Background: an optimization exercise with open tools, aiming at small area. Do not read the settings as production practice.
RTL that was checked went through simulation tests only; none was proved equivalent to the original.
Only the layout flow was run in run 1; the RTL was not checked for function there.
Power figures rest on the tool's default switching activity, not on a simulated workload.

===== flow/run.sh =====
#!/bin/bash
# The standard layout, with two changes:
#  - synthesis maps the logic with an area-oriented ABC script (flow/abc.script)
#    instead of ORFS's delay-oriented one; everything else in synthesis is the
#    standard synth_recipe.tcl, so the registers are the standard ones;
#  - the port buffers use the smallest buffer cell.
set -euo pipefail
cp -r "$FLOW_HOME/scripts" scripts_area
cp flow/abc.script scripts_area/abc_speed.script
cp flow/abc.script scripts_area/abc_area.script
SCRIPTS_DIR="$PWD/scripts_area" bash standard.sh synth > synth.log 2>&1
export BUFFER_PORTS_ARGS="-buffer_cell sky130_fd_sc_hd__buf_1"
bash standard.sh > layout.log 2>&1

===== flow/abc.script =====
strash
dc2
&get -n
&dch -f
&nf -R 1000 -F 8 -A 4 -C 32
&put

===== standard.sh =====
#!/bin/bash
# synth_recipe.tcl (not shown) runs the flow's synth.tcl, then flattens the netlist and writes it again
# the make line also repeats each setting of config.mk as NAME=value (left out here)
make -C /OpenROAD-flow-scripts/flow DESIGN_CONFIG=/design/flow/config.mk WORK_HOME=/design/flow/orfs CLKGATE_MAP_FILE= SYNTH_SCRIPT=/design/flow/synth_recipe.tcl "${@:-finish}"

===== config.mk =====
export PLATFORM = sky130hd
export DESIGN_NAME = Tradeoff_52bits
export DESIGN_NICKNAME = Tradeoff_52bits
export VERILOG_FILES = /design/flow/design.v
export SDC_FILE = /design/flow/constraint.sdc
export NUM_CORES = 4
export LEC_CHECK = 0
export CAP_MARGIN = 20
export CORE_MARGIN = 2
export CORE_UTILIZATION = 30
export CTS_BUF_LIST = sky130_fd_sc_hd__clkbuf_8
export SLEW_MARGIN = 20

===== constraint.sdc =====
create_clock -name core_clock -period 110.0 [get_ports {clk}]
set_input_delay 22.0000 -clock core_clock [delete_from_list [all_inputs] [get_ports {clk}]]
set_output_delay 22.0000 -clock core_clock [all_outputs]
set_load 0.01 [all_outputs]

===== design.v =====
`timescale 1ns/1ps
module Tradeoff_52bits(clk, rst_n, W, found, N);
input clk, rst_n;
input [68:0] W;
output reg found;
output reg [52:0] N;
localparam [16:0] A = 17'd50861;
localparam [1:0] P1 = 2'd0, SRCH = 2'd1, BRW = 2'd2, HENS = 2'd3;
reg [1:0] ph;
reg [6:0] cnt;           
reg [2:0] kk;            
reg sc;                  
reg cyc;                 
reg sgn;                 
reg [15:0] V;            
reg [6:0] bc, bb;        
reg bsc, bsh;            
reg [1:0] car;           
wire p1 = (ph == P1);
wire srch = (ph == SRCH);
wire brw = (ph == BRW);
wire hens = (ph == HENS);
wire [4:0] sub = {kk, sc, cyc};
reg [6:0] cnt1;
reg [4:0] sub1;
reg icy;
integer ii;
always @(*) begin
    icy = 1'b1;
    for (ii = 0; ii < 7; ii = ii + 1) begin
        cnt1[ii] = cnt[ii] ^ icy;
        icy = icy & cnt[ii];
    end
    icy = 1'b1;
    for (ii = 0; ii < 5; ii = ii + 1) begin
        sub1[ii] = sub[ii] ^ icy;
        icy = icy & sub[ii];
    end
end
wire wi = W[cnt];
wire [6:0] t = ~cnt;
wire valid = ~(bc[6] & bc[5]);
wire dc = (cnt == bc);
wire db = valid & (cnt == bb);
wire [2:0] dlt = (dc ? (bsc ? 3'd1 : 3'd7) : 3'd0) +
                 (db ? (bsh ? 3'd1 : 3'd7) : 3'd0);       
wire kgt = (kk[2] & ~t[6]) | (~(kk[2] ^ t[6]) & ((kk[1] & ~t[5]) | (~(kk[1] ^ t[5]) & kk[0] & ~t[4])));
wire is_dbl = (t[6] & t[2]) | kgt;
wire dbl = srch & is_dbl & (t != 7'd0);
wire chk = srch & ~is_dbl;
wire [3:0] bt = {3'b000, wi} - {dlt[2], dlt} + {{2{car[1]}}, car};
wire [1:0] carn = bt[2:1];
wire ldr = brw & (cnt == 7'd68);
wire h0 = hens & (cnt == 7'd0);
wire [3:0] xd = p1 ? {3'b000, wi} : ({dlt[2], dlt} - {3'b000, wi} + (h0 ? 4'd6 : 4'd3));
wire xzero = (p1 & (cnt == 7'd0)) | ldr;
wire [16:0] X = xzero ? 17'd0 : (dbl ? {V[14:0], 2'b00} : {1'b0, V});
wire odd = X[0] ^ xd[0];
reg f;
integer fi;
always @(*) begin
    f = 1'b1;                       
    for (fi = 0; fi < 16; fi = fi + 1)
        f = ((16'd25431 >> fi) & 16'd1) ? (V[fi] & f) : (V[fi] | f);
end
reg [15:0] Kc;
always @(*) begin
    case (kk)
        3'd0: Kc = 16'd1;
        3'd1: Kc = 16'd22819;
        3'd2: Kc = 16'd42704;
        3'd3: Kc = 16'd16677;
        default: Kc = 16'd10461;
    endcase
end
wire [16:0] T1 = chk ? ({1'b0, Kc} ^ {17{sc}}) :
                 ldr ? ((carn == 2'b11) ? 17'd282 : (carn == 2'b01) ? 17'd130790 : 17'd0) :
                 dbl ? 17'd0 : {13'd0, xd};
wire cin = chk & sc;
wire m1 = chk ? (sc ? cyc : ~cyc) : (p1 | hens) ? odd : 1'b0;
wire m2 = chk ? (~sc & cyc & ~sgn) : dbl ? f : ldr ? (carn == 2'b01) : 1'b0;
wire mneg = chk ? (sc ? ~sgn : 1'b1) : dbl;
wire [16:0] Am = (m1 ? A : 17'd0) | (m2 ? {A[15:0], 1'b0} : 17'd0);
wire [16:0] T2 = mneg ? (17'd0 - Am) : Am;
reg [16:0] S, ps, pc;
reg ac;
integer ai;
always @(*) begin
    for (ai = 0; ai < 17; ai = ai + 1) begin
        ps[ai] = X[ai] ^ T1[ai] ^ T2[ai];
        pc[ai] = (X[ai] & T1[ai]) | (T2[ai] & (X[ai] ^ T1[ai]));
    end
    ac = cin;
    S[0] = ps[0] ^ ac;
    ac = ps[0] & ac;
    for (ai = 1; ai < 17; ai = ai + 1) begin
        S[ai] = ps[ai] ^ pc[ai-1] ^ ac;
        ac = (ps[ai] & pc[ai-1]) | (ac & (ps[ai] ^ pc[ai-1]));
    end
end
wire [15:0] lo = S[15:0] & ~{S[14:0], 1'b0};
wire [3:0] e = {|(lo & 16'hff00), |(lo & 16'hf0f0), |(lo & 16'hcccc), |(lo & 16'haaaa)};
reg any_, mul_;
integer q;
always @(*) begin
    any_ = 1'b0; mul_ = 1'b0;
    for (q = 0; q < 16; q = q + 1) begin
        mul_ = mul_ | (any_ & S[q]);
        any_ = any_ | S[q];
    end
end
wire onehot = ~S[16] & any_ & ~mul_;
wire negpat = S[16] & S[15] & ~(|(S[14:0] & ~S[15:1]));
wire pat = onehot | negpat;
wire [6:0] e7 = {3'b000, e};
reg [6:0] bnew;
reg bcy;
integer bi;
always @(*) begin
    bcy = 1'b0;
    for (bi = 0; bi < 7; bi = bi + 1) begin
        bnew[bi] = t[bi] ^ e7[bi] ^ bcy;
        bcy = (t[bi] & e7[bi]) | (bcy & (t[bi] ^ e7[bi]));
    end
end
wire bok = ~(bnew[6] & (|bnew[5:2]));
reg [2:0] ch;
reg chb;
integer ci;
always @(*) begin
    chb = 1'b0;
    for (ci = 0; ci < 3; ci = ci + 1) begin
        ch[ci] = t[ci+4] ^ kk[ci] ^ chb;
        chb = (~t[ci+4] & kk[ci]) | (chb & ~(t[ci+4] ^ kk[ci]));
    end
end
wire [6:0] cnew = {ch, t[3:0]};
reg better;
integer li;
always @(*) begin
    better = ~sc & bsc;
    for (li = 0; li < 7; li = li + 1)
        better = (~cnew[li] & bc[li]) | (~(cnew[li] ^ bc[li]) & better);
end
wire hit = chk & pat & bok & better;
wire [15:0] Vn = S[16:1];
wire zero = (Vn == 16'd0) | (Vn == A[15:0]);
always @(posedge clk) begin
    N <= {odd, N[52:1]};
    if (p1 | hens | ldr | dbl)
        V <= Vn;
    if (p1) begin
        bc[6:5] <= 2'b11;
        car <= 2'b00;
    end else if (hit) begin
        bc <= cnew; bsc <= sc; bb <= bnew; bsh <= ~S[16];
    end else if (brw)
        car <= carn;
    if (~cyc) sgn <= S[16];
    if (p1 | dbl)
        {kk, sc, cyc} <= 5'd0;
    else if (chk)
        {kk, sc, cyc} <= sub1;
end
always @(posedge clk or negedge rst_n) begin
    if (!rst_n) begin
        ph <= P1; cnt <= 7'd0; found <= 1'b0;
    end else begin
        found <= 1'b0;
        case (ph)
            P1: begin
                if (cnt == 7'd68) begin
                    if (zero) begin ph <= BRW; cnt <= 7'd0; end
                    else begin ph <= SRCH; cnt <= ~7'd69; end
                end else cnt <= cnt1;
            end
            SRCH: begin
                if (is_dbl) begin
                    cnt <= cnt1;
                    if (t == 7'd0) ph <= valid ? BRW : HENS;
                end
            end
            BRW: begin
                if (cnt == 7'd68) begin ph <= HENS; cnt <= 7'd0; end
                else cnt <= cnt1;
            end
            default: begin
                if (cnt == 7'd52) begin ph <= P1; cnt <= 7'd0; found <= 1'b1; end
                else cnt <= cnt1;
            end
        endcase
    end
end
endmodule

==> results.txt, run 1 <==
outcome: finished clean
IO buf count: 124
half-perimeter wire length after placement: 12,800 um
initial antenna violation count: 1
dpl ws: 72.82 ns
Post-synth top flop: dfxtp_1
Num CTS Buffers: 9
number of diodes: 0
Post-CTS Setup Bufs: 0
wire per inst: 15.9 um
startpoint type of the worst setup path: input pin
largest net degree at the start of global routing: 24
mapped cell area: 6220 um2
routed vias/inst: 5.03
power density over the cells: 28.5 nW/um2
Clock Tree Buf Depth: 2
critical path arrival: 36.41 ns
GR Overflow Total: 0
RSZ-0062 raised after global routing: no
Layout area overhead: 16.7%
register area share after synthesis: 38.9%
Setup CP Type: input pin to register
row count: 52
first-pass GRT wire length: 26,600 um
CORE AREA: 20,300 um2
most frequent cell after synthesis: clkinv_1
Clock Sinks: 103
commonest cells in the netlist: clkinv_1 (68), nand2_1 (63), dfxtp_1 (62), nor2_1 (56), a21oi_1 (48)
die area: 21,900 um2
Ys Warns: 1
DP Cell Count: 1,006
Synth Register Bits: 103
CP Capture Type: register
Hold/Removal Path Class: register to register
worst slew pin tran: 0.889 ns
initial drt markers: 402
final slew viol count: 0
Fmax: 0.0275 GHz
Slowest-stage cell, CP: fa_1
Syn Inst Count: 608
MaxCap Viol Count: 0
total wire length: 16,300 um
worst path bufs/invs: 5
Worst path most repeated cell: fa_1
Cell Count, Final, Fillers Out: 1,022
Post-Syn Nets: 758
TNS Setup: 0 ns
Die X-Extent: 148 um
Worst-path clk slew: 0.10 ns
CP top delay family: adder cells
Top Ports: 125
Net count, final: 897
largest area contributor in the netlist: dfxtp_1
CTS H-tree depth: 3
CTS tree: built
peak supply drop: 0.0173 mV
clk latency of the worst-skew pair: 0.39 ns
Final period util: 33.1%
hold_buf cts: 0
skew final: 0.0168 ns
Min Hold Slack: 0.350 ns
Slew headroom: 40.6%
average cell area after synthesis: 10.2 um2
Clock Tree Root: clkbuf_8
worst setup margin: 73.61 ns
crit-path max cell delay: 0.65 ns
routed via count: 5,142
Hold Vio Cnt, Final: 0
top-area cell type share of the netlist area: 20.0%
min cycle time layout: 36.39 ns
Die Ht: 148 um
asr flop ratio synth: 9.71%
# resized after CTS: 0
EDFF count, synth: 31
Synth cell types: 45
vias in the first global route: 5,070
Post-DRT Antenna Nets: 0
Detailed Routing Iterations Pass 1: 5
Starting Density: 30.6%
Synth area leaders: dfxtp_1 (20%), edfxtp_1 (15%), fa_1 (13%), ha_1 (8.0%), mux4_2 (6.2%)
RD Place Congestion: 0.899
Total GRT Usage: 15.4%
layout cells sized above 1: 4.92%
cell leakage power: 2.63 nW
CP Max Fanout: 14
Worst Path Required: 110.02 ns
# setup viols final: 0
# DRC: 0
[sequential cells by signal (all words and copies together) (netlist names)]
register,cells
N,53
V,16
bb,7
bc,7
cnt,7
kk,3
car,2
ph,2
bsc,1
bsh,1
cyc,1
found,1
sc,1
sgn,1
[cells in the final DEF, fill, tap and decap left out, types with 4 or more instances in the layout]
cell / synthesis / routed
fa_1: 39 / 39
a311oi_1: 4 / 4
clkbuf_8: 0 / 9
dfxtp_1: 62 / 62
ha_1: 40 / 40
o211ai_1: 6 / 6
nand3_1: 14 / 14
nand4_1: 7 / 7
mux4_2: 17 / 17
buf_1: 0 / 124
nand2b_1: 7 / 7
a21o_1: 6 / 6
edfxtp_1: 31 / 31
dfrtp_1: 10 / 10
clkinv_1: 68 / 68
nor4_1: 5 / 5
xnor2_1: 14 / 14
o21ai_0: 38 / 38
nand2_1: 63 / 63
nor2_1: 56 / 55
xor2_1: 10 / 10
nor3_1: 9 / 9
a21oi_1: 48 / 48
buf_4: 0 / 4
[layout make-up]
type | count | area, um2
fillers | 2092 | 13000
multi-input cells | 437 | 3550
repair buffers | 128 | 495
flip-flops and latches | 103 | 2420
inverters | 68 | 255
clock inverters | 7 | 78.8
clock buffers | 9 | 124
well taps | 270 | 338
[power breakdown]
group          leakage [nW]  total [mW]  switching [mW]  internal [mW]
logic                  1.58       0.120          0.0777         0.0422
registers             0.942      0.0626         0.00636         0.0563
clock network         0.104      0.0244          0.0136         0.0108
[worst paths after layout]
path	start	endpoint	slack, ns	cells after the start
setup / recovery	W[47]	bsh	73.61	48
setup reg to reg	cnt[1]	bsh	93.53	47
hold / removal	N[35]	N[34]	0.35	0
min in group asynchronous	rst_n	cnt[3]	21.60	1
max in group asynchronous	rst_n	found	87.97	1
hold reg to reg	N[35]	N[34]	0.35	0
[metal layers]
metal	vias up	wire length, um	global-route usage (%)
met2	164	7300	23.9
li1	2454	-	-
met1	2499	7620	21.1
met3	25	985	3.64
met5	-	0	0
met4	0	371	5.00
[cell families (layout without fill, tap and decap cells)]
kind of cell / after synthesis / after routing / share of synthesized area, %
AO/OA/AOI/OAI: 138 / 138 / 13.8
XOR/XNOR: 24 / 24 / 3.38
adder cells (fa/ha/maj): 79 / 79 / 20.6
buffers and inverters: 68 / 212 / 4.10
flip-flops: 103 / 103 / 38.9
multiplexers: 20 / 20 / 6.64
AND/OR/NAND/NOR: 176 / 176 / 12.6
[metrics by stage]
step / cell area, um2 / util, % / power, mW
floorplan: 6220 / - / 0.145
detailed placement: 7050 / 34.8 / 0.181
global placement: 7050 / 34.8 / 0.181
CTS: 7260 / 35.7 / 0.207
global route: 7260 / 35.8 / 0.226
finish: 7260 / 35.8 / 0.207
==> run 2, diff against run 1 <==
--- a/design.v
+++ b/design.v
@@ -43,15 +43,61 @@
 wire dc = (cnt == bc);
 wire db = valid & (cnt == bb);
-wire [2:0] dlt = (dc ? (bsc ? 3'd1 : 3'd7) : 3'd0) +
-                 (db ? (bsh ? 3'd1 : 3'd7) : 3'd0);       
+wire dp = (dc & bsc) | (db & bsh);       
+wire dm = (dc & ~bsc) | (db & ~bsh);     
+wire d2 = dc & db;                       
 wire kgt = (kk[2] & ~t[6]) | (~(kk[2] ^ t[6]) & ((kk[1] & ~t[5]) | (~(kk[1] ^ t[5]) & kk[0] & ~t[4])));
 wire is_dbl = (t[6] & t[2]) | kgt;
 wire dbl = srch & is_dbl & (t != 7'd0);
 wire chk = srch & ~is_dbl;
-wire [3:0] bt = {3'b000, wi} - {dlt[2], dlt} + {{2{car[1]}}, car};
-wire [1:0] carn = bt[2:1];
+reg [1:0] carn;
+always @(*) begin
+    case ({car, d2, dp, dm})
+        5'b00000: carn = 2'b00;
+        5'b00010: carn = wi ? 2'b00 : 2'b11;            
+        5'b00001: carn = wi ? 2'b01 : 2'b00;            
+        5'b00110: carn = 2'b11;                         
+        5'b00101: carn = 2'b01;                         
+        5'b01000: carn = wi ? 2'b01 : 2'b00;
+        5'b01010: carn = 2'b00;
+        5'b01001: carn = 2'b01;
+        5'b01110: carn = wi ? 2'b00 : 2'b11;
+        5'b01101: carn = 2'b01;
+        5'b11000: carn = wi ? 2'b00 : 2'b11;
+        5'b11010: carn = 2'b11;
+        5'b11001: carn = 2'b00;
+        5'b11110: carn = 2'b11;
+        5'b11101: carn = wi ? 2'b01 : 2'b00;
+        default:  carn = 2'b00;
+    endcase
+end
 wire ldr = brw & (cnt == 7'd68);
 wire h0 = hens & (cnt == 7'd0);
-wire [3:0] xd = p1 ? {3'b000, wi} : ({dlt[2], dlt} - {3'b000, wi} + (h0 ? 4'd6 : 4'd3));
+reg [3:0] xh;
+always @(*) begin
+    case ({h0, d2, dp, dm, wi})
+        5'b00000: xh = 4'd3;
+        5'b00001: xh = 4'd2;
+        5'b00100: xh = 4'd4;
+        5'b00101: xh = 4'd3;
+        5'b00010: xh = 4'd2;
+        5'b00011: xh = 4'd1;
+        5'b01100: xh = 4'd5;
+        5'b01101: xh = 4'd4;
+        5'b01010: xh = 4'd1;
+        5'b01011: xh = 4'd0;
+        5'b10000: xh = 4'd6;
+        5'b10001: xh = 4'd5;
+        5'b10100: xh = 4'd7;
+        5'b10101: xh = 4'd6;
+        5'b10010: xh = 4'd5;
+        5'b10011: xh = 4'd4;
+        5'b11100: xh = 4'd8;
+        5'b11101: xh = 4'd7;
+        5'b11010: xh = 4'd4;
+        5'b11011: xh = 4'd3;
+        default: xh = 4'd0;
+    endcase
+end
+wire [3:0] xd = p1 ? {3'b000, wi} : xh;
 wire xzero = (p1 & (cnt == 7'd0)) | ldr;
 wire [16:0] X = xzero ? 17'd0 : (dbl ? {V[14:0], 2'b00} : {1'b0, V});
@@ -82,5 +128,5 @@
 wire mneg = chk ? (sc ? ~sgn : 1'b1) : dbl;
 wire [16:0] Am = (m1 ? A : 17'd0) | (m2 ? {A[15:0], 1'b0} : 17'd0);
-wire [16:0] T2 = mneg ? (17'd0 - Am) : Am;
+wire [16:0] T2 = Am ^ {17{mneg}};      
 reg [16:0] S, ps, pc;
 reg ac;
@@ -92,6 +138,6 @@
     end
     ac = cin;
-    S[0] = ps[0] ^ ac;
-    ac = ps[0] & ac;
+    S[0] = ps[0] ^ mneg ^ ac;
+    ac = (ps[0] & mneg) | (ac & (ps[0] ^ mneg));
     for (ai = 1; ai < 17; ai = ai + 1) begin
         S[ai] = ps[ai] ^ pc[ai-1] ^ ac;
==> run 2 against run 1 <==
  * Setup slack got worse by 1.1 ns
  * Synthesized area fell by 1.7%
  * Critical path depth rose by 5
  * Routed wire length rose by 1.5%
  * Synthesized cell count rose by 6.1%
  * Largest cell class unchanged
==> results.txt, run 2 <==
RD Place Congestion: 0.853
Layout area overhead: 16.4%
largest net degree at the start of global routing: 23
row count: 52
Post-DRT Antenna Nets: 0
Slowest-stage cell, CP: xnor2_1
routed via count: 5,393
# resized after CTS: 0
r2r endpoint: bc[1]
Starting Density: 30.4%
commonest cells in the netlist: nor2_1 (89), o21ai_0 (67), dfxtp_1 (62), clkinv_1 (54), nand2_1 (51)
Top Ports: 125
Clock Tree Root: clkbuf_8
CTS H-tree depth: 3
Total GRT Usage: 15.8%
max reg flops: 53
Critical R2R Launch: cnt[0]
outcome: finished clean
most frequent cells in the layout: buf_1 (124), nor2_1 (88), o21ai_0 (67), dfxtp_1 (62), clkinv_1 (54)
post-route cell area: 7120 um2
critical path arrival: 37.52 ns
Largest regs: N x53, V x16
EDFF count, synth: 31
Detailed Routing Iterations Pass 1: 5
cell leakage power: 2.56 nW
layout cells sized above 1: 3.18%
worst setup margin: 72.50 ns
register area: 2420 um2
half-perimeter wire length after placement: 12,900 um
top-area cell type share of the netlist area: 20.3%
Num CTS Buffers: 9
Clock Sinks: 103
MaxCap Viol Count: 0
Hold/Removal Path Class: register to register
leading cell type in the layout, fill and taps excluded: buf_1
Synth area leaders: dfxtp_1 (20%), edfxtp_1 (15%), fa_1 (12%), ha_1 (6.5%), o21ai_0 (5.5%)
worst hold endpoint: N[16]
Fmax: 0.0267 GHz
average cell area after synthesis: 9.48 um2
Slew headroom: 37.6%
clk latency of the worst-skew pair: 0.38 ns
Filler Cell Count: 2,067
CTS tree: built
Net count, final: 922
power density over the cells: 27.9 nW/um2
total wire length: 16,500 um
hold_sp: N[17]
Die X-Extent: 147 um
initial drt markers: 479
GR Overflow Total: 0
Top reg by flops: N
peak supply drop: 0.0154 mV
Clock Tree Buf Depth: 2
final slew viol count: 0
Post-Syn Nets: 784
worst path bufs/invs: 6
Post-synth top flop: dfxtp_1
skew final: 0.0160 ns
footprint of the multi-input gates: 3490 um2
Synth Register Bits: 103
IO buf count: 124
min cycle time layout: 37.50 ns
dpl ws: 71.77 ns
Hold Vio Cnt, Final: 0
Worst-path clk slew: 0.10 ns
Worst path most repeated cell: fa_1
Die Ht: 147 um
Setup CP Type: input pin to register
mapped cell area: 6120 um2
routed vias/inst: 5.10
Ys Warns: 1
# setup viols final: 0
initial antenna violation count: 0
CP Max Fanout: 14
worst slew pin tran: 0.929 ns
crit-path max cell delay: 0.73 ns
CP Capture Type: register
R2R Setup Slk: 92.66 ns
asr flop ratio synth: 9.71%
Synth cell types: 44
first-pass GRT wire length: 27,400 um
startpoint type of the worst setup path: input pin
Worst Path Required: 110.02 ns
wire per inst: 15.6 um
largest area contributor in the netlist: dfxtp_1
vias in the first global route: 5,295
die area: 21,500 um2
RSZ-0062 raised after global routing: no
CORE AREA: 20,100 um2
# DRC: 0
Syn Inst Count: 645
TNS Setup: 0 ns
hold_buf cts: 0
register area share after synthesis: 39.6%
number of diodes: 0
FF-to-FF path depth: 51
most frequent cell after synthesis: nor2_1
Final period util: 34.1%
Hold Path Stages: 0
Post-CTS Setup Bufs: 0
Area after DPL: 6940 um2
CP top delay family: adder cells
## run 2: cell count changes in the layout (fill, tap and decap cells not counted), moves of 8 or more
cell      change
nor2_1       +33
o21ai_0      +29
clkinv_1     -14
nand2_1      -12
mux4_2       -11
a22oi_1       +9
ha_1          -8
## run 2: area by class of cell
class	instances	share of cell area, %
Timing Repair Buffer	127	6.85
Multi-Input combinational cell	488	49.1
Clock inverter	6	0.738
Clock buffer	9	1.74
Inverter	54	2.85
Tap cell	270	4.74
Sequential cell	103	34.0
## run 2: how the worst max path moves through the flow
stage                from     to  slack (ns)  cells after the start
finish              W[31]  bc[1]       72.50                     53
global placement    W[63]  bc[2]       72.24                     53
detailed placement  W[31]  bb[2]       71.77                     53
CTS                 W[31]  bb[1]       72.19                     53
global route        W[31]  bc[0]       71.42                     53
floorplan           W[31]  bb[0]       73.27                     50
## run 2: metal layers
metal  vias up  wire [um]  track usage, %
met5         -          0               0
li1       2584          -               -
met4         0        284            5.00
met2       203       7970            26.8
met3        18        901            2.52
met1      2588       7370            20.9
## run 2: cells by family after synthesis
logic type,count (synthesis),synth area share (%)
adders and majority gates,68,18.3
DFF,103,39.6
buffers and inverters,54,3.31
AOI/OAI and AO/OA,175,17.1
xor gates and xnor gates,24,3.44
and+or+nand+nor,212,15.5
muxes,9,2.72
## run 2: stage by stage
stage	total power, mW	std cells	util [%]	hold WS, ns
detailed placement	0.175	1042	34.5	0.333
finish	0.199	1057	35.4	0.349
floorplan	0.138	645	-	0.382
global route	0.216	1057	35.4	0.360
global placement	0.175	1042	34.5	0.332
CTS	0.198	1057	35.4	0.348
## run 2: power by group
group          leakage (nW)  internal [mW]  switching, mW
sequential            0.941         0.0553        0.00599
clock                0.0895        0.00849         0.0136
combinational          1.53         0.0404         0.0747
total                  2.56          0.104         0.0943
## run 2: worst reg2reg max path, delay by kind of cell, from the launching register on
family                     cells  cell delay [ns]
DFF                            1             0.87
and+or+nand+nor                6             2.17
xor gates and xnor gates       2             0.95
AOI/OAI and AO/OA             12             2.10
adders and majority gates     24             9.41
buffers and inverters          6             1.03
muxes                          1             0.46
==> run 3, diff against run 2 <==
--- a/design.v
+++ b/design.v
@@ -3,5 +3,5 @@
 input clk, rst_n;
 input [68:0] W;
-output reg found;
+output found;
 output reg [52:0] N;
 localparam [16:0] A = 17'd50861;
@@ -16,9 +16,10 @@
 reg [6:0] bc, bb;        
 reg bsc, bsh;            
-reg [1:0] car;           
 wire p1 = (ph == P1);
+wire [1:0] car = {sc, cyc};   
 wire srch = (ph == SRCH);
 wire brw = (ph == BRW);
 wire hens = (ph == HENS);
+assign found = hens & (cnt == 7'd53);
 wire [4:0] sub = {kk, sc, cyc};
 reg [6:0] cnt1;
@@ -52,21 +53,40 @@
 reg [1:0] carn;
 always @(*) begin
-    case ({car, d2, dp, dm})
-        5'b00000: carn = 2'b00;
-        5'b00010: carn = wi ? 2'b00 : 2'b11;            
-        5'b00001: carn = wi ? 2'b01 : 2'b00;            
-        5'b00110: carn = 2'b11;                         
-        5'b00101: carn = 2'b01;                         
-        5'b01000: carn = wi ? 2'b01 : 2'b00;
-        5'b01010: carn = 2'b00;
-        5'b01001: carn = 2'b01;
-        5'b01110: carn = wi ? 2'b00 : 2'b11;
-        5'b01101: carn = 2'b01;
-        5'b11000: carn = wi ? 2'b00 : 2'b11;
-        5'b11010: carn = 2'b11;
-        5'b11001: carn = 2'b00;
-        5'b11110: carn = 2'b11;
-        5'b11101: carn = wi ? 2'b01 : 2'b00;
-        default:  carn = 2'b00;
+    case ({car, d2, dp, dm, wi})
+        7'b000000: carn = 2'b00;
+        7'b000001: carn = 2'b00;
+        7'b000100: carn = 2'b11;
+        7'b000101: carn = 2'b00;
+        7'b000010: carn = 2'b00;
+        7'b000011: carn = 2'b01;
+        7'b001100: carn = 2'b11;
+        7'b001101: carn = 2'b11;
+        7'b001010: carn = 2'b01;
+        7'b001011: carn = 2'b01;
+        7'b001110: carn = 2'b00;
+        7'b001111: carn = 2'b00;
+        7'b010000: carn = 2'b00;
+        7'b010001: carn = 2'b01;
+        7'b010100: carn = 2'b00;
+        7'b010101: carn = 2'b00;
+        7'b010010: carn = 2'b01;
+        7'b010011: carn = 2'b01;
+        7'b011100: carn = 2'b11;
+        7'b011101: carn = 2'b00;
+        7'b011010: carn = 2'b01;
+        7'b011110: carn = 2'b00;
+        7'b011111: carn = 2'b01;
+        7'b110000: carn = 2'b11;
+        7'b110001: carn = 2'b00;
+        7'b110100: carn = 2'b11;
+        7'b110101: carn = 2'b11;
+        7'b110010: carn = 2'b00;
+        7'b110011: carn = 2'b00;
+        7'b111101: carn = 2'b11;
+        7'b111010: carn = 2'b00;
+        7'b111011: carn = 2'b01;
+        7'b111110: carn = 2'b11;
+        7'b111111: carn = 2'b00;
+        default: carn = 2'b00;
     endcase
 end
@@ -86,4 +106,6 @@
         5'b01010: xh = 4'd1;
         5'b01011: xh = 4'd0;
+        5'b01110: xh = 4'd3;
+        5'b01111: xh = 4'd2;
         5'b10000: xh = 4'd6;
         5'b10001: xh = 4'd5;
@@ -96,4 +118,6 @@
         5'b11010: xh = 4'd4;
         5'b11011: xh = 4'd3;
+        5'b11110: xh = 4'd6;
+        5'b11111: xh = 4'd5;
         default: xh = 4'd0;
     endcase
@@ -191,16 +215,13 @@
 wire hit = chk & pat & bok & better;
 wire [15:0] Vn = S[16:1];
-wire zero = (Vn == 16'd0) | (Vn == A[15:0]);
 always @(posedge clk) begin
     N <= {odd, N[52:1]};
     if (p1 | hens | ldr | dbl)
         V <= Vn;
-    if (p1) begin
+    if (p1)
         bc[6:5] <= 2'b11;
-        car <= 2'b00;
-    end else if (hit) begin
+    else if (hit) begin
         bc <= cnew; bsc <= sc; bb <= bnew; bsh <= ~S[16];
-    end else if (brw)
-        car <= carn;
+    end
     if (~cyc) sgn <= S[16];
     if (p1 | dbl)
@@ -208,16 +229,15 @@
     else if (chk)
         {kk, sc, cyc} <= sub1;
+    else if (brw)
+        {sc, cyc} <= carn;
 end
 always @(posedge clk or negedge rst_n) begin
     if (!rst_n) begin
-        ph <= P1; cnt <= 7'd0; found <= 1'b0;
+        ph <= P1; cnt <= 7'd0;
     end else begin
-        found <= 1'b0;
         case (ph)
             P1: begin
-                if (cnt == 7'd68) begin
-                    if (zero) begin ph <= BRW; cnt <= 7'd0; end
-                    else begin ph <= SRCH; cnt <= ~7'd69; end
-                end else cnt <= cnt1;
+                if (cnt == 7'd68) begin ph <= SRCH; cnt <= ~7'd69; end
+                else cnt <= cnt1;
             end
             SRCH: begin
@@ -232,5 +252,5 @@
             end
             default: begin
-                if (cnt == 7'd52) begin ph <= P1; cnt <= 7'd0; found <= 1'b1; end
+                if (cnt == 7'd53) begin ph <= P1; cnt <= 7'd0; end
                 else cnt <= cnt1;
             end
==> run 3 against run 2 <==
  * Non-clock buffer count up 1
  * Utilization up 0.40 points
  * Setup slack improved by 0.51 ns
  * Cell count shrank 7.4%
  * Sequential share of layout area shrank 0.20 points
  * Combinational power down 17%
  * Critical path type unchanged
==> results.txt, run 3 <==
outcome: finished clean
max reg flops: 53
commonest cells in the netlist: dfxtp_1 (60), nand2_1 (55), nor2_1 (55), clkinv_1 (51), o21ai_0 (38)
Post-synth top flop: dfxtp_1
Critical R2R Launch: cnt[1]
dpl ws: 72.60 ns
Synth Register Bits: 100
CP Max Fanout: 8
Slowest-stage cell, CP: xnor2_1
half-perimeter wire length after placement: 11,800 um
largest area contributor in the netlist: dfxtp_1
row count: 51
CORE AREA: 19,500 um2
EDFF count, synth: 31
critical path arrival: 37.10 ns
hold_buf cts: 0
register area share after synthesis: 39.7%
average cell area after synthesis: 10.4 um2
Slew headroom: 38.0%
Num CTS Buffers: 9
mapped cell area: 5940 um2
CTS H-tree depth: 3
Worst-path clk slew: 0.10 ns
r2r endpoint: bc[0]
Final period util: 33.6%
R2R Setup Slk: 93.45 ns
skew final: 0.0124 ns
Die Ht: 145 um
cell leakage power: 2.48 nW
asr flop ratio synth: 9.00%
Hold/Removal Path Class: register to register
Clock Sinks: 100
CTS tree: built
worst slew pin tran: 0.929 ns
CP top delay family: adder cells
# DRC: 0
Top Ports: 125
RD Place Congestion: 0.870
Ys Warns: 1
hold_sp: N[28]
leading cell type in the layout, fill and taps excluded: buf_1
number of diodes: 0
Worst path most repeated cell: fa_1
clk latency of the worst-skew pair: 0.40 ns
# resized after CTS: 0
register area: 2360 um2
Net count, final: 851
Setup CP Type: input pin to register
largest net degree at the start of global routing: 26
routed vias/inst: 4.90
most frequent cell after synthesis: dfxtp_1
most frequent cells in the layout: buf_1 (124), dfxtp_1 (60), nor2_1 (55), nand2_1 (55), clkinv_1 (51)
Hold Path Stages: 0
# setup viols final: 0
FF-to-FF path depth: 52
Post-Syn Nets: 712
routed via count: 4,794
worst setup margin: 73.02 ns
initial antenna violation count: 0
power density over the cells: 25.8 nW/um2
layout cells sized above 1: 5.18%
RSZ-0062 raised after global routing: no
Synth cell types: 49
MaxCap Viol Count: 0
CP Capture Type: register
startpoint type of the worst setup path: input pin
top-area cell type share of the netlist area: 20.2%
GR Overflow Total: 0
Top reg by flops: N
Total GRT Usage: 14.8%
Worst Path Required: 110.12 ns
TNS Setup: 0 ns
min cycle time layout: 36.98 ns
Min Hold Slack: 0.348 ns
wire per inst: 15.3 um
total wire length: 15,000 um
initial drt markers: 356
post-route cell area: 6970 um2
Clock Tree Root: clkbuf_8
Layout area overhead: 17.3%
worst path bufs/invs: 7
Detailed Routing Iterations Pass 1: 5
peak supply drop: 0.0106 mV
vias in the first global route: 4,749
Fmax: 0.0270 GHz
Clock Tree Buf Depth: 2
footprint of the multi-input gates: 3390 um2
first-pass GRT wire length: 24,100 um
worst hold endpoint: N[27]
Post-DRT Antenna Nets: 0
Die X-Extent: 145 um
Largest regs: N x53, V x16
Syn Inst Count: 570
Area after DPL: 6770 um2
die area: 21,000 um2
Hold Vio Cnt, Final: 0
final slew viol count: 0
crit-path max cell delay: 0.66 ns
Post-CTS Setup Bufs: 0
Filler Cell Count: 1,968
Worst Setup SP: W[15]
Starting Density: 30.5%
Synth area leaders: dfxtp_1 (20%), edfxtp_1 (16%), fa_1 (12%), ha_1 (7.4%), mux4_2 (6.4%)
IO buf count: 124
run 3: cell types whose count changed after synthesis, sizes merged, moves of 5 or more:
cell	previous run	this run
a21oi	50	37
a22oi	11	0
mux4	6	17
nand4	13	4
nor2	89	55
nor3	15	7
o211ai	1	6
o21ai	67	38
run 3: layout make-up:
type / count / area share (%)
Clock buffer: 9 / 1.78
Clock inverter: 7 / 1.04
Inverter: 51 / 2.75
Multi-Input combinational cell: 419 / 48.7
Sequential cell: 100 / 33.8
Tap cell: 265 / 4.76
Timing Repair Buffer: 128 / 7.16
run 3: per-stage QoR:
stage	power, mW	instances	utilization [%]
finish	0.180	979	35.8
global route	0.195	979	35.8
CTS	0.181	979	35.8
floorplan	0.126	570	-
detailed placement	0.157	963	34.8
global placement	0.157	962	34.7
run 3: cells by family after synthesis:
group	Yosys count	synth area share, %
and+or+nand+nor	169	13.0
AOI/OAI and AO/OA	134	14.0
DFF	100	39.7
adders and majority gates	72	19.7
buffers and inverters	51	3.22
xor gates and xnor gates	23	3.39
muxes	21	7.12
run 3: worst max path at each step:
stage,slack [ns],depth (start not counted),to
floorplan,74.09,53,bb[0]
global placement,72.81,54,bb[3]
detailed placement,72.60,54,bc[0]
CTS,73.04,54,bb[0]
global route,72.01,55,bc[0]
finish,73.02,55,bc[0]
run 3: layer usage:
metal | global-route usage [%] | wire length (um) | vias to the layer above
met1 | 20.1 | 6980 | 2278
met3 | 3.42 | 940 | 23
met2 | 24.0 | 6870 | 153
met4 | 3.47 | 203 | 0
li1 | - | - | 2340
met5 | 0 | 0 | -
run 3: power breakdown:
group,switching (mW),leakage (nW),internal [mW]
Sequential,0.00681,0.916,0.0548
Combinational,0.0594,1.47,0.0360
Clock,0.0144,0.0997,0.00880
==> run 4, diff against run 3 <==
--- a/config.mk
+++ b/config.mk
@@ -6,7 +6,7 @@
 export NUM_CORES = 4
 export LEC_CHECK = 0
-export CAP_MARGIN = 20
+export CAP_MARGIN = 0
 export CORE_MARGIN = 2
 export CORE_UTILIZATION = 30
 export CTS_BUF_LIST = sky130_fd_sc_hd__clkbuf_8
-export SLEW_MARGIN = 20
+export SLEW_MARGIN = 0
==> run 4 against run 3 <==
  * Clock skew rose by 0.0028 ns
  * Routed wire length rose by 0.31%
  * Clock power down 3%
  * Global-route usage up 0.13 points
  * Final area fell by 0.38%
  * Synthesized cell count unchanged
  * Sequential share of layout area is 0.13 points higher
  * Worst hold slack better by 0.0040 ns
  * Sequential power is essentially flat
  * Critical path depth fell by 2
  * Setup slack got worse by 0.23 ns
==> results.txt, run 4 <==
outcome: finished clean
CP Max Fanout: 14
average cell area after synthesis: 10.4 um2
commonest cells in the netlist: dfxtp_1 (60), nand2_1 (55), nor2_1 (55), clkinv_1 (51), o21ai_0 (38)
leading cell type in the layout, fill and taps excluded: buf_1
Die X-Extent: 145 um
crit-path max cell delay: 0.96 ns
Layout area overhead: 16.8%
Top reg by flops: N
Clock Sinks: 100
CTS H-tree depth: 3
busiest grt layer: met2
row count: 51
top-area cell type share of the netlist area: 20.2%
Post-DRT Antenna Nets: 0
clk latency of the worst-skew pair: 0.39 ns
Int Power: 0.0993 mW
Worst path most repeated cell: fa_1
hold_buf cts: 0
Syn Inst Count: 570
GR Overflow Total: 0
routed vias/inst: 4.94
initial antenna violation count: 0
Post-synth top flop: dfxtp_1
routed via count: 4,825
EDFF count, synth: 31
layout cells sized above 1: 4.92%
register area share after synthesis: 39.7%
Num CTS Buffers: 9
max reg flops: 53
Synth cell types: 49
CTS tree: built
TNS Setup: 0 ns
final slew viol count: 0
Synth area leaders: dfxtp_1 (20%), edfxtp_1 (16%), fa_1 (12%), ha_1 (7.4%), mux4_2 (6.4%)
Synth Register Bits: 100
Die Ht: 145 um
die area: 21,000 um2
grt met2 use: 24.1%
asr flop ratio synth: 9.00%
Worst Path Required: 110.00 ns
post-route cell area: 6940 um2
Setup CP Type: input pin to register
met1 usage: 20.3%
most frequent cell after synthesis: dfxtp_1
Hold/Removal Path Class: register to register
largest area contributor in the netlist: dfxtp_1
Starting Density: 30.5%
mapped cell area: 5940 um2
CP Capture Type: register
min cycle time layout: 37.22 ns
# resized after CTS: 0
most frequent cells in the layout: buf_1 (124), dfxtp_1 (60), nor2_1 (55), nand2_1 (55), clkinv_1 (51)
Post-Syn Nets: 712
MaxCap Viol Count: 0
Top Ports: 125
vias in the first global route: 4,803
Slew headroom: 24.5%
Clock Tree Buf Depth: 2
RSZ-0062 raised after global routing: no
wire per inst: 15.4 um
Clock Tree Root: clkbuf_8
first-pass GRT wire length: 24,200 um
Fmax: 0.0269 GHz
number of diodes: 0
grt met3 use: 3.29%
Reg power frac: 34.2%
Gate power share: 53.3%
Sw Ratio: 44.8%
Ys Warns: 1
Detailed Routing Iterations Pass 1: 5
Worst-path clk slew: 0.10 ns
skew final: 0.0152 ns
Slowest-stage cell, CP: nor2b_1
peak supply drop: 0.0115 mV
IO buf count: 124
initial drt markers: 379
half-perimeter wire length after placement: 11,800 um
Net count, final: 850
power density over the cells: 25.9 nW/um2
largest net degree at the start of global routing: 26
Filler Cell Count: 1,949
total wire length: 15,000 um
critical path arrival: 37.22 ns
cell leakage power: 2.47 nW
Psw: 0.0806 mW
CP top delay family: adder cells
RD Place Congestion: 0.870
# DRC: 0
worst path bufs/invs: 6
Area after DPL: 6760 um2
Largest regs: N x53, V x16
# setup viols final: 0
Post-CTS Setup Bufs: 0
CORE AREA: 19,500 um2
Final period util: 33.8%
Hold Vio Cnt, Final: 0
worst slew pin tran: 1.13 ns
startpoint type of the worst setup path: input pin
Clock power frac: 12.6%
Total GRT Usage: 14.9%
## run 4: cell types whose count changed in the layout (fill, tap and decap cells not counted)
cell and delta:
clkinv_8 -1, clkinv_2 -1, inv_4 +1, buf_6 -1
## run 4: power by group through the flow
stage | sequential (mW) | clock (mW) | combinational (mW)
2_1_floorplan | 0.0653 | 0 | 0.0608
3_5_place_dp | 0.0625 | 0 | 0.0943
5_1_grt | 0.0632 | 0.0249 | 0.107
4_1_cts | 0.0618 | 0.0233 | 0.0952
6_report | 0.0615 | 0.0226 | 0.0958
3_3_place_gp | 0.0624 | 0 | 0.0945
## run 4: worst paths after layout
check / endpoint / startpoint / cells past startpoint / slack, ns
setup / recovery: bb[4] / W[51] / 53 / 72.78
hold / removal: N[10] / N[11] / 0 / 0.35
setup reg to reg: bb[4] / cnt[1] / 51 / 93.17
hold reg to reg: N[10] / N[11] / 0 / 0.35
max in group asynchronous: cnt[2] / rst_n / 1 / 88.09
min in group asynchronous: ph[1] / rst_n / 1 / 21.55
## run 4: cell type report
type / instances / area (um2) / area share (%)
multi-input combinational: 419 / 3390 / 48.9
sequential: 100 / 2360 / 33.9
timing repair buffer: 127 / 488 / 7.03
tap: 265 / 332 / 4.77
inverter: 51 / 191 / 2.76
clock buffer: 9 / 124 / 1.78
clock inverter: 6 / 57.6 / 0.829
## run 4: per-layer routing
layer / vias to the layer above / part of all wire [%]
li1: 2343 / -
met1: 2297 / 47
met2: 162 / 46
met3: 23 / 6.2
met4: 0 / 1.3
met5: - / 0
## run 4: stage by stage
| stage | power, mW | worst slack (ns) | std cells | util [%] | hold slack, ns |
|---|---|---|---|---|---|
| 2_1_floorplan | 0.126 | 74.09 | 570 | - | 0.382 |
| 4_1_cts | 0.180 | 72.78 | 977 | 35.7 | 0.353 |
| 3_5_place_dp | 0.157 | 72.35 | 962 | 34.7 | 0.334 |
| 5_1_grt | 0.195 | 71.67 | 977 | 35.7 | 0.357 |
| 3_3_place_gp | 0.157 | 72.81 | 962 | 34.7 | 0.332 |
| 6_report | 0.180 | 72.78 | 977 | 35.7 | 0.352 |
## run 4: kinds of logic after synthesis
kind of cell	after synthesis	synth area share, %
xor+xnor	23	3.39
fa+ha+maj	72	19.7
simple gates	169	13.0
buf+inv	51	3.22
mux	21	7.12
flops	100	39.7
compound gates	134	14.0
## run 4: worst reg2reg max path: cells and delay by family, from the launching register on
family / cells / cell delay, ns
xor gates and xnor gates: 2 / 0.97
and+or+nand+nor: 10 / 2.80
adders and majority gates: 24 / 8.28
DFF: 1 / 0.92
buffers and inverters: 6 / 1.14
AOI/OAI and AO/OA: 8 / 2.21
muxes: 1 / 0.15
==> run 5, diff against run 4 <==
--- a/flow/run.sh
+++ b/flow/run.sh
@@ -1,5 +1,5 @@
 #!/bin/bash
 # The standard layout, with two changes:
-#  - synthesis maps the logic with an area-oriented ABC script (flow/abc.script)
+#  - synthesis maps the logic with an area-oriented ABC script (flow/abc.script: SAT-based resynthesis, then area-recovering mapping)
 #    instead of ORFS's delay-oriented one; everything else in synthesis is the
 #    standard synth_recipe.tcl, so the registers are the standard ones;
==> flow/abc.script (replaced) <==
strash
&get -n
&deepsyn -J 50
&put
&get -n
&dch -f
&nf -R 1000 -F 8 -A 4 -C 32
&put
==> run 5 against run 4 <==
  * Still clean
  * Utilization grew 0.39 points
  * Worst hold slack lost 0.0076 ns
  * Synthesized cell count grew 0.88%
  * Clock power grew 18%
  * Setup slack gained 1.5 ns
  * Fmax grew 4.1%
  * Critical endpoint is now bsc
  * Highest routed layer unchanged
==> results.txt, run 5 <==
outcome: finished clean
Die Ht: 142 um
half-perimeter wire length after placement: 12,200 um
worst slew pin tran: 0.891 ns
asr flop ratio synth: 9.00%
Worst path most repeated cell: fa_1
critical path arrival: 35.83 ns
Synth cell types: 48
first-pass GRT wire length: 25,400 um
Min Hold Slack: 0.345 ns
final slew viol count: 0
R2R Setup Slk: 94.22 ns
Synth Register Bits: 100
Hold/Removal Path Class: register to register
Ys Warns: 1
hold_buf cts: 0
largest area contributor in the netlist: dfxtp_1
cell leakage power: 2.48 nW
CP Capture Type: register
CP Max Fanout: 15
commonest cells in the netlist: dfxtp_1 (60), clkinv_1 (55), nand2_1 (55), nor2_1 (44), o21ai_0 (37)
Synth area leaders: dfxtp_1 (21%), edfxtp_1 (16%), fa_1 (13%), ha_1 (7.6%), dfrtp_1 (3.9%)
peak supply drop: 0.0128 mV
CTS H-tree depth: 3
routed via count: 5,065
Top Ports: 125
initial drt markers: 462
Post-CTS Setup Bufs: 0
post-route cell area: 6770 um2
top-area cell type share of the netlist area: 20.9%
Hold Vio Cnt, Final: 0
Die X-Extent: 142 um
Largest regs: N x53, V x16
# setup viols final: 0
die area: 20,300 um2
Worst Path Required: 110.07 ns
Syn Inst Count: 575
mapped cell area: 5750 um2
initial antenna violation count: 0
average cell area after synthesis: 9.99 um2
Top reg by flops: N
vias in the first global route: 4,884
Final period util: 32.5%
row count: 50
Cell Count, Final, Fillers Out: 953
CTS tree: built
Slowest-stage cell, CP: nor3_1
most frequent cells in the layout: buf_1 (124), dfxtp_1 (60), clkinv_1 (55), nand2_1 (55), nor2_1 (44)
Post-synth top flop: dfxtp_1
Clock Tree Root: clkbuf_8
worst setup margin: 74.24 ns
TNS Setup: 0 ns
RSZ-0062 raised after global routing: no
GR Overflow Total: 0
startpoint type of the worst setup path: input pin
FF-to-FF path depth: 50
Fmax: 0.0280 GHz
# DRC: 0
crit-path max cell delay: 0.67 ns
MaxCap Viol Count: 0
IO buf count: 124
EDFF count, synth: 31
CORE AREA: 18,800 um2
Starting Density: 30.6%
largest net degree at the start of global routing: 18
Num CTS Buffers: 9
leading cell type in the layout, fill and taps excluded: buf_1
power density over the cells: 26.6 nW/um2
layout cells sized above 1: 2.92%
Post-Syn Nets: 717
Layout area overhead: 17.8%
total wire length: 15,800 um
Setup CP Type: input pin to register
RD Place Congestion: 0.931
Hold Path Stages: 0
Net count, final: 856
Area after DPL: 6540 um2
hold_sp: N[1]
routed vias/inst: 5.31
Worst-path clk slew: 0.09 ns
dpl ws: 73.88 ns
min cycle time layout: 35.76 ns
max reg flops: 53
DP Cell Count: 937
Slew headroom: 40.4%
number of diodes: 0
clk latency of the worst-skew pair: 0.37 ns
skew final: 0.00909 ns
most frequent cell after synthesis: dfxtp_1
register area share after synthesis: 41.0%
Clock Sinks: 100
# resized after CTS: 0
Post-DRT Antenna Nets: 0
Detailed Routing Iterations Pass 1: 5
wire per inst: 16.6 um
r2r endpoint: bsc
Critical R2R Launch: cnt[0]
worst hold endpoint: N[0]
Total GRT Usage: 16.0%
Clock Tree Buf Depth: 2
[run 5: changes by cell type after synthesis, sizes merged, moves of 11 or more]
| cell | change |
|---|---|
| a21oi | -12 |
| a22o | +13 |
| a22oi | +20 |
| mux4 | -17 |
| nor2 | -11 |
| nor3 | +11 |
[run 5: final cells by class]
cell class / count / area (um2)
fill: 1866 / 12000
multi-input combinational: 420 / 3190
sequential: 100 / 2360
timing repair buffer: 128 / 495
tap: 234 / 293
inverter: 55 / 206
clock buffer: 10 / 138
clock inverter: 6 / 92.6
[run 5: report_power, final]
part | internal [mW] | switching [mW] | total, mW
Sequential | 0.0545 | 0.00661 | 0.0611
Combinational | 0.0351 | 0.0575 | 0.0926
Clock | 0.0137 | 0.0129 | 0.0266
Total | 0.103 | 0.0770 | 0.180
[run 5: critical path: cells and delay by family]
family / cells / cell delay [ns]
compound gates: 11 / 2.19
xor+xnor: 2 / 0.85
fa+ha+maj: 24 / 8.25
buf+inv: 6 / 0.86
simple gates: 6 / 1.67
[run 5: cells by family (layout without fill, tap and decap cells)]
logic type,after synthesis,after routing,synth area share (%)
XOR/XNOR,14,14,2.13
multiplexers,1,1,0.174
adder cells (fa/ha/maj),72,72,20.3
flip-flops,100,100,41.0
buffers and inverters,55,199,3.59
AO/OA/AOI/OAI,159,159,18.8
AND/OR/NAND/NOR,174,174,14.0
[run 5: worst max path at each step]
stage,start,end,slack (ns),depth (start not counted)
after floorplan,W[1],bb[0],73.89,47
final,W[2],bsc,74.24,49
after global routing,W[2],bb[1],73.28,49
after detailed placement,W[1],bc[0],73.88,49
after global placement,W[1],bc[0],74.08,49
after CTS,W[1],bb[0],74.22,49
[run 5: metrics by stage]
| stage | utilization, % | power (mW) |
|---|---|---|
| 3_3_place_gp | 34.8 | 0.154 |
| 2_1_floorplan | - | 0.124 |
| 5_1_grt | 36.1 | 0.195 |
| 6_report | 36.1 | 0.180 |
| 4_1_cts | 36.1 | 0.181 |
| 3_5_place_dp | 34.8 | 0.153 |
[run 5: routing by layer]
layer  track usage, %  vias to the layer above  part of all wire (%)
li1                 -                     2381                     -
met1             21.5                     2463                    46
met2             24.8                      194                    45
met3             4.58                       27                   7.3
met4             5.32                        0                   2.0
met5                0                        -                     0
==> run 6, diff against run 5 <==
==> flow/run.sh (replaced) <==
#!/bin/bash
# The standard layout, with these changes:
#  - synthesis maps the logic with an area-oriented ABC script (flow/abc.script:
#    SAT-based resynthesis, then area-recovering mapping) instead of ORFS's
#    delay-oriented one; everything else in synthesis is the standard
#    synth_recipe.tcl, so the registers are the standard ones;
#  - the port buffers use the smallest buffer cell;
#  - clock tree synthesis inserts no dummy loads.
set -euo pipefail
cp -r "$FLOW_HOME/scripts" scripts_area
cp flow/abc.script scripts_area/abc_speed.script
cp flow/abc.script scripts_area/abc_area.script
SCRIPTS_DIR="$PWD/scripts_area" bash standard.sh synth > synth.log 2>&1
export BUFFER_PORTS_ARGS="-buffer_cell sky130_fd_sc_hd__buf_1"
export CTS_ARGS="-sink_clustering_enable -repair_clock_nets -buf_list sky130_fd_sc_hd__clkbuf_8 -dont_use_dummy_load"
bash standard.sh > layout.log 2>&1
--- a/config.mk
+++ b/config.mk
@@ -9,4 +9,4 @@
 export CORE_MARGIN = 2
 export CORE_UTILIZATION = 30
-export CTS_BUF_LIST = sky130_fd_sc_hd__clkbuf_8
+export GPL_TIMING_DRIVEN = 0
 export SLEW_MARGIN = 0
==> run 6 against run 5 <==
  * Count of clock-buffer cells in the layout shrank 1
  * Final area shrank 1.8%
  * Critical path type unchanged
  * Setup slack lost 0.70 ns
  * Non-clock buffer count shrank 2
  * Largest cell class unchanged
  * Fmax shrank 1.9%
  * Flip-flop and latch count is the same
  * Global-route usage shrank 0.54 points
  * Still clean
  * Synthesized cell count is the same
  * Clock power shrank 31%
  * Routed wire length shrank 2.4%
==> results.txt, run 6 <==
outcome: finished clean
Largest regs: N x53, V x16
met2 WL: 6930 um
CTS tree: built
Detailed Routing Iterations Pass 1: 5
Synth cell types: 48
Clock Tree Root: clkbuf_8
min cycle time layout: 36.46 ns
wire per inst: 16.3 um
Synth area leaders: dfxtp_1 (21%), edfxtp_1 (16%), fa_1 (13%), ha_1 (7.6%), dfrtp_1 (3.9%)
routed via count: 4,950
Hold Path Stages: 0
dpl ws: 73.14 ns
Compound-Gate Fraction of Synth Area: 18.8%
cell leakage power: 2.41 nW
mux cell area share after synthesis: 0.174%
Post-synth top flop: dfxtp_1
half-perimeter wire length after placement: 12,100 um
hold_buf cts: 0
Gate power share: 53.4%
EDFF count, synth: 31
worst setup margin: 73.54 ns
vias in the first global route: 4,738
DR top layer: met4
RSZ-0062 raised after global routing: no
Clock Tree Buf Depth: 2
CP Capture Type: register
CP Max Fanout: 8
average cell area after synthesis: 9.99 um2
total power: 0.171 mW
initial drt markers: 425
power density over the cells: 25.7 nW/um2
GR Overflow Total: 0
first-pass GRT wire length: 24,700 um
Worst-path clk slew: 0.09 ns
final slew viol count: 0
layout cells sized above 1: 1.69%
largest family of logic cells by synthesized area: adder cells
initial antenna violation count: 0
die area: 20,300 um2
Clock Sinks: 100
Net count, final: 854
CORE AREA: 18,800 um2
number of diodes: 0
asr flop ratio synth: 9.00%
wire length on met1: 7320 um
Starting Density: 30.6%
Ys Warns: 1
Top reg by flops: N
Clock power frac: 10.7%
Top Ports: 125
Post-Synth Simple-Gate Area: 14.0%
mapped cell area: 5750 um2
Synth Register Bits: 100
Hold Vio Cnt, Final: 0
critical path arrival: 36.54 ns
crit-path max cell delay: 0.75 ns
worst hold endpoint: N[7]
fraction of synthesized cell area in xor and xnor cells: 2.13%
Synth Area in Adders: 20.3%
IO buf count: 124
R2R Setup Slk: 93.55 ns
Slew headroom: 21.4%
largest net degree at the start of global routing: 18
Post-DRT Antenna Nets: 0
most frequent cells in the layout: buf_1 (124), dfxtp_1 (60), clkinv_1 (55), nand2_1 (55), nor2_1 (44)
MaxCap Viol Count: 0
WL met3: 921 um
CTS H-tree depth: 3
TNS Setup: 0 ns
Final period util: 33.1%
clk latency of the worst-skew pair: 0.37 ns
Die Ht: 142 um
Post-CTS Setup Bufs: 0
Num CTS Buffers: 9
peak supply drop: 0.0118 mV
Total GRT Usage: 15.4%
Sw Ratio: 43.4%
# DRC: 0
routed vias/inst: 5.24
row count: 50
Worst Path Required: 110.08 ns
Post-Syn Nets: 717
worst slew pin tran: 1.18 ns
startpoint type of the worst setup path: input pin
skew final: 0.0261 ns
# resized after CTS: 0
commonest cells in the netlist: dfxtp_1 (60), clkinv_1 (55), nand2_1 (55), nor2_1 (44), o21ai_0 (37)
RD Place Congestion: 0.876
FF-to-FF path depth: 51
Layout area overhead: 15.7%
Psw: 0.0741 mW
Syn Inst Count: 575
Setup CP Type: input pin to register
max reg flops: 53
# setup viols final: 0
Int Power: 0.0966 mW
Reg power frac: 35.8%
top-area cell type share of the netlist area: 20.9%
leading cell type in the layout, fill and taps excluded: buf_1
total wire length: 15,400 um
most frequent cell after synthesis: dfxtp_1
Critical R2R Launch: cnt[1]
Die X-Extent: 142 um
Fmax: 0.0274 GHz
Slowest-stage cell, CP: nor3_1
Hold/Removal Path Class: register to register
r2r endpoint: bb[0]
Worst path most repeated cell: fa_1
Finished Core Util: 35.4%
register area share after synthesis: 41.0%
largest area contributor in the netlist: dfxtp_1
hold_sp: N[8]
==> run 6: per-stage QoR <==
stage | instances | hold slack, ns | area (um2)
finish | 944 | 0.335 | 6650
floorplan | 575 | 0.382 | 5750
global placement | 933 | 0.331 | 6500
global route | 944 | 0.344 | 6650
detailed placement | 935 | 0.333 | 6530
CTS | 944 | 0.335 | 6650
==> run 6: routing by layer <==
metal / GRT usage (%) / vias up
li1: - / 2372
met1: 21.4 / 2404
met2: 24.1 / 156
met3: 3.63 / 18
met4: 4.43 / 0
met5: 0 / -
==> run 6: worst max path at each step <==
stage	startpoint	endpoint	slack, ns
6_report	W[1]	bb[0]	73.54
5_1_grt	W[1]	bb[1]	72.68
4_1_cts	W[2]	bb[0]	73.48
3_5_place_dp	W[2]	bb[3]	73.14
3_3_place_gp	W[1]	bb[3]	71.57
2_1_floorplan	W[1]	bb[0]	73.89
==> run 6: layout make-up <==
| class | count | area, um2 |
|---|---|---|
| flip-flops and latches | 100 | 2360 |
| inverters | 55 | 206 |
| clock buffers | 9 | 124 |
| multi-input cells | 420 | 3190 |
| fillers | 1924 | 12100 |
| well taps | 234 | 293 |
| repair buffers | 126 | 480 |
==> run 6: worst max-delay path: cells and delay by family <==
| kind | cells | cell delay (ns) |
|---|---|---|
| AOI/OAI and AO/OA | 11 | 2.50 |
| xor gates and xnor gates | 2 | 0.84 |
| adders and majority gates | 24 | 8.42 |
| buffers and inverters | 7 | 1.04 |
| and+or+nand+nor | 6 | 1.72 |
==> run 6: cell families (layout without fill, tap and decap cells) <==
| group | Yosys count | after routing |
|---|---|---|
| and+or+nand+nor | 174 | 174 |
| AOI/OAI and AO/OA | 159 | 159 |
| DFF | 100 | 100 |
| adders and majority gates | 72 | 72 |
| buffers and inverters | 55 | 190 |
| xor gates and xnor gates | 14 | 14 |
| muxes | 1 | 1 |
==> run 6: power by group through the flow <==
stage               clock network, mW  registers, mW  logic (mW)
detailed placement                  0         0.0621      0.0912
global placement                    0         0.0616      0.0907
CTS                            0.0192         0.0614      0.0918
global route                   0.0204         0.0629       0.102
finish                         0.0183         0.0612      0.0912
floorplan                           0         0.0651      0.0586
==> run 7, diff against run 6 <==
--- a/flow/run.sh
+++ b/flow/run.sh
@@ -13,4 +13,4 @@
 SCRIPTS_DIR="$PWD/scripts_area" bash standard.sh synth > synth.log 2>&1
 export BUFFER_PORTS_ARGS="-buffer_cell sky130_fd_sc_hd__buf_1"
-export CTS_ARGS="-sink_clustering_enable -repair_clock_nets -buf_list sky130_fd_sc_hd__clkbuf_8 -dont_use_dummy_load"
+export CTS_ARGS="-sink_clustering_enable -repair_clock_nets -buf_list sky130_fd_sc_hd__clkbuf_8 -sink_clustering_size 20 -dont_use_dummy_load"
 bash standard.sh > layout.log 2>&1
==> run 7 against run 6 <==
  * Flip-flop and latch count unchanged
  * Highest routed layer unchanged
  * Count of clock-buffer cells in the layout is the same
  * Cell count did not move
  * Die area stayed put
  * Largest cell class unchanged
  * Fmax did not move
==> results.txt, run 7 <==
outcome: finished clean
Largest regs: N x53, V x16
wire per inst: 16.3 um
Filler Cell Count: 1,924
CP Capture Type: register
TNS Setup: 0 ns
clk latency of the worst-skew pair: 0.37 ns
cell leakage power: 2.41 nW
Post-Syn Nets: 717
footprint of the multi-input gates: 3190 um2
Clock Tree Buf Depth: 2
Post-DRT Antenna Nets: 0
MaxCap Viol Count: 0
final slew viol count: 0
Synth Register Bits: 100
Synth Area in Adders: 20.3%
Post-synth top flop: dfxtp_1
Top Ports: 125
Compound-Gate Fraction of Synth Area: 18.8%
Total GRT Usage: 15.4%
# resized after CTS: 0
largest family of logic cells by synthesized area: adder cells
Clock Tree Root: clkbuf_8
average cell area after synthesis: 9.99 um2
EDFF count, synth: 31
Net count, final: 854
Post-Synth Simple-Gate Area: 14.0%
Top reg by flops: N
Synth cell types: 48
Worst path most repeated cell: fa_1
CTS H-tree depth: 3
total wire length: 15,400 um
peak supply drop: 0.0118 mV
initial antenna violation count: 0
crit-path max cell delay: 0.75 ns
mux cell area share after synthesis: 0.174%
worst slew pin tran: 1.18 ns
register area: 2360 um2
fraction of synthesized cell area in xor and xnor cells: 2.13%
Setup CP Type: input pin to register
IO buf count: 124
Fmax: 0.0274 GHz
Final period util: 33.1%
largest area contributor in the netlist: dfxtp_1
R2R Setup Slk: 93.55 ns
CORE AREA: 18,800 um2
most frequent cell after synthesis: dfxtp_1
asr flop ratio synth: 9.00%
Starting Density: 30.6%
dpl ws: 73.14 ns
routed vias/inst: 5.24
CP Max Fanout: 8
RSZ-0062 raised after global routing: no
Hold Vio Cnt, Final: 0
die area: 20,300 um2
Slew headroom: 21.4%
Detailed Routing Iterations Pass 1: 5
most frequent cells in the layout: buf_1 (124), dfxtp_1 (60), clkinv_1 (55), nand2_1 (55), nor2_1 (44)
initial drt markers: 425
Post-CTS Setup Bufs: 0
# DRC: 0
routed via count: 4,950
vias in the first global route: 4,738
power density over the cells: 25.7 nW/um2
Hold/Removal Path Class: register to register
first-pass GRT wire length: 24,700 um
Syn Inst Count: 575
Die Ht: 142 um
Worst-path clk slew: 0.09 ns
max reg flops: 53
# setup viols final: 0
worst setup margin: 73.54 ns
mapped cell area: 5750 um2
Slowest-stage cell, CP: nor3_1
Die X-Extent: 142 um
Synth area leaders: dfxtp_1 (21%), edfxtp_1 (16%), fa_1 (13%), ha_1 (7.6%), dfrtp_1 (3.9%)
hold_buf cts: 0
critical path arrival: 36.54 ns
register area share after synthesis: 41.0%
Ys Warns: 1
row count: 50
startpoint type of the worst setup path: input pin
half-perimeter wire length after placement: 12,100 um
Clock Sinks: 100
skew final: 0.0261 ns
largest net degree at the start of global routing: 18
layout cells sized above 1: 1.69%
CTS tree: built
number of diodes: 0
top-area cell type share of the netlist area: 20.9%
GR Overflow Total: 0
Num CTS Buffers: 9
Worst Path Required: 110.08 ns
leading cell type in the layout, fill and taps excluded: buf_1
RD Place Congestion: 0.876
commonest cells in the netlist: dfxtp_1 (60), clkinv_1 (55), nand2_1 (55), nor2_1 (44), o21ai_0 (37)
min cycle time layout: 36.46 ns
Layout area overhead: 15.7%
==> run 7: cell counts after synthesis <==
No cell type changed its count.
==> run 7: power breakdown <==
part / switching [mW] / internal (mW)
clock: 0.0110 / 0.00735
sequential: 0.00669 / 0.0545
combinational: 0.0564 / 0.0348
total: 0.0741 / 0.0966
==> run 7: final cells by class <==
type	count	area share, %
clock buffer	9	1.86
inverter	55	3.11
multi-input combinational	420	47.9
sequential	100	35.5
timing repair buffer	126	7.23
tap	234	4.40
==> run 7: stage by stage <==
| stage | instances | hold WS (ns) | utilization (%) | power [mW] | instance area [um2] |
|---|---|---|---|---|---|
| floorplan | 575 | 0.382 | - | 0.124 | 5750 |
| CTS | 944 | 0.335 | 35.4 | 0.172 | 6650 |
| detailed placement | 935 | 0.333 | 34.8 | 0.153 | 6530 |
| global placement | 933 | 0.331 | 34.7 | 0.152 | 6500 |
| global route | 944 | 0.344 | 35.4 | 0.185 | 6650 |
| finish | 944 | 0.335 | 35.4 | 0.171 | 6650 |
==> run 7: critical path: cells and delay by family <==
kind | cells | cell delay [ns]
adder cells (fa/ha/maj) | 24 | 8.42
AO/OA/AOI/OAI | 11 | 2.50
AND/OR/NAND/NOR | 6 | 1.72
buffers and inverters | 7 | 1.04
XOR/XNOR | 2 | 0.84
==> run 7: cell families (layout without fill, tap and decap cells) <==
family	Yosys count	in the layout
multiplexers	1	1
AND/OR/NAND/NOR	174	174
AO/OA/AOI/OAI	159	159
buffers and inverters	55	190
adder cells (fa/ha/maj)	72	72
XOR/XNOR	14	14
flip-flops	100	100
==> run 7: final timing paths <==
kind | start | end | cells past startpoint
worst min-delay path | N[8] | N[7] | 0
worst max register to register | cnt[1] | bb[0] | 51
max in group asynchronous | rst_n | cnt[1] | 1
worst min register to register | N[8] | N[7] | 0
min in group asynchronous | rst_n | cnt[6] | 1
worst max-delay path | W[1] | bb[0] | 50
==> run 7: metal layers <==
layer | up-vias | track usage, % | part of all wire (%) | wire (um)
li1 | 2372 | - | - | -
met1 | 2404 | 21.4 | 47 | 7320
met2 | 156 | 24.1 | 45 | 6930
met3 | 18 | 3.63 | 6.0 | 921
met4 | 0 | 4.43 | 1.6 | 248
met5 | - | 0 | 0 | 0

[separate check: timing with driven ports]
The results above use ideal ports. As a check the final layouts listed here were re-extracted and re-timed, cells and wires unchanged. Step 1: set_driving_cell puts a clkbuf_16 on clk and a buf_2 on each other input, an assumption about the parent block. Step 2 also shifts input and output timing later by t, the mid clock arrival at the registers, as if the neighbouring blocks saw the same clock. a / b / c = ideal / step 1 / step 2; a / b = the first two.
| run | shift t [ns] | setup WS [ns] | slew at the worst register clock pin (ns) | worst slew at a driven data input, ns | cell pins on the clock port's net |
|---|---|---|---|---|---|
| run 1 | 0.413 | 73.611 / 73.625 / 73.212 | 0.11 / 0.11 | 0.05 | 1 |
| run 2 | 0.416 | 72.504 / 72.521 / 72.105 | 0.11 / 0.11 | 0.05 | 1 |
| run 3 | 0.419 | 73.018 / 73.027 / 72.608 | 0.11 / 0.11 | 0.05 | 1 |
| run 4 | 0.411 | 72.784 / 72.793 / 72.382 | 0.11 / 0.11 | 0.05 | 1 |
| run 5 | 0.407 | 74.242 / 74.258 / 73.851 | 0.10 / 0.10 | 0.04 | 1 |
| run 6 | 0.398 | 73.541 / 73.540 / 73.142 | 0.10 / 0.10 | 0.04 | 1 |
| run 7 | 0.398 | 73.541 / 73.540 / 73.142 | 0.10 / 0.10 | 0.04 | 1 |
After both steps setup and hold are still met in every run listed. For run 3, which loses most, drivers alone change the setup slack by +0.009 ns; drivers and shift together by -0.410 ns.
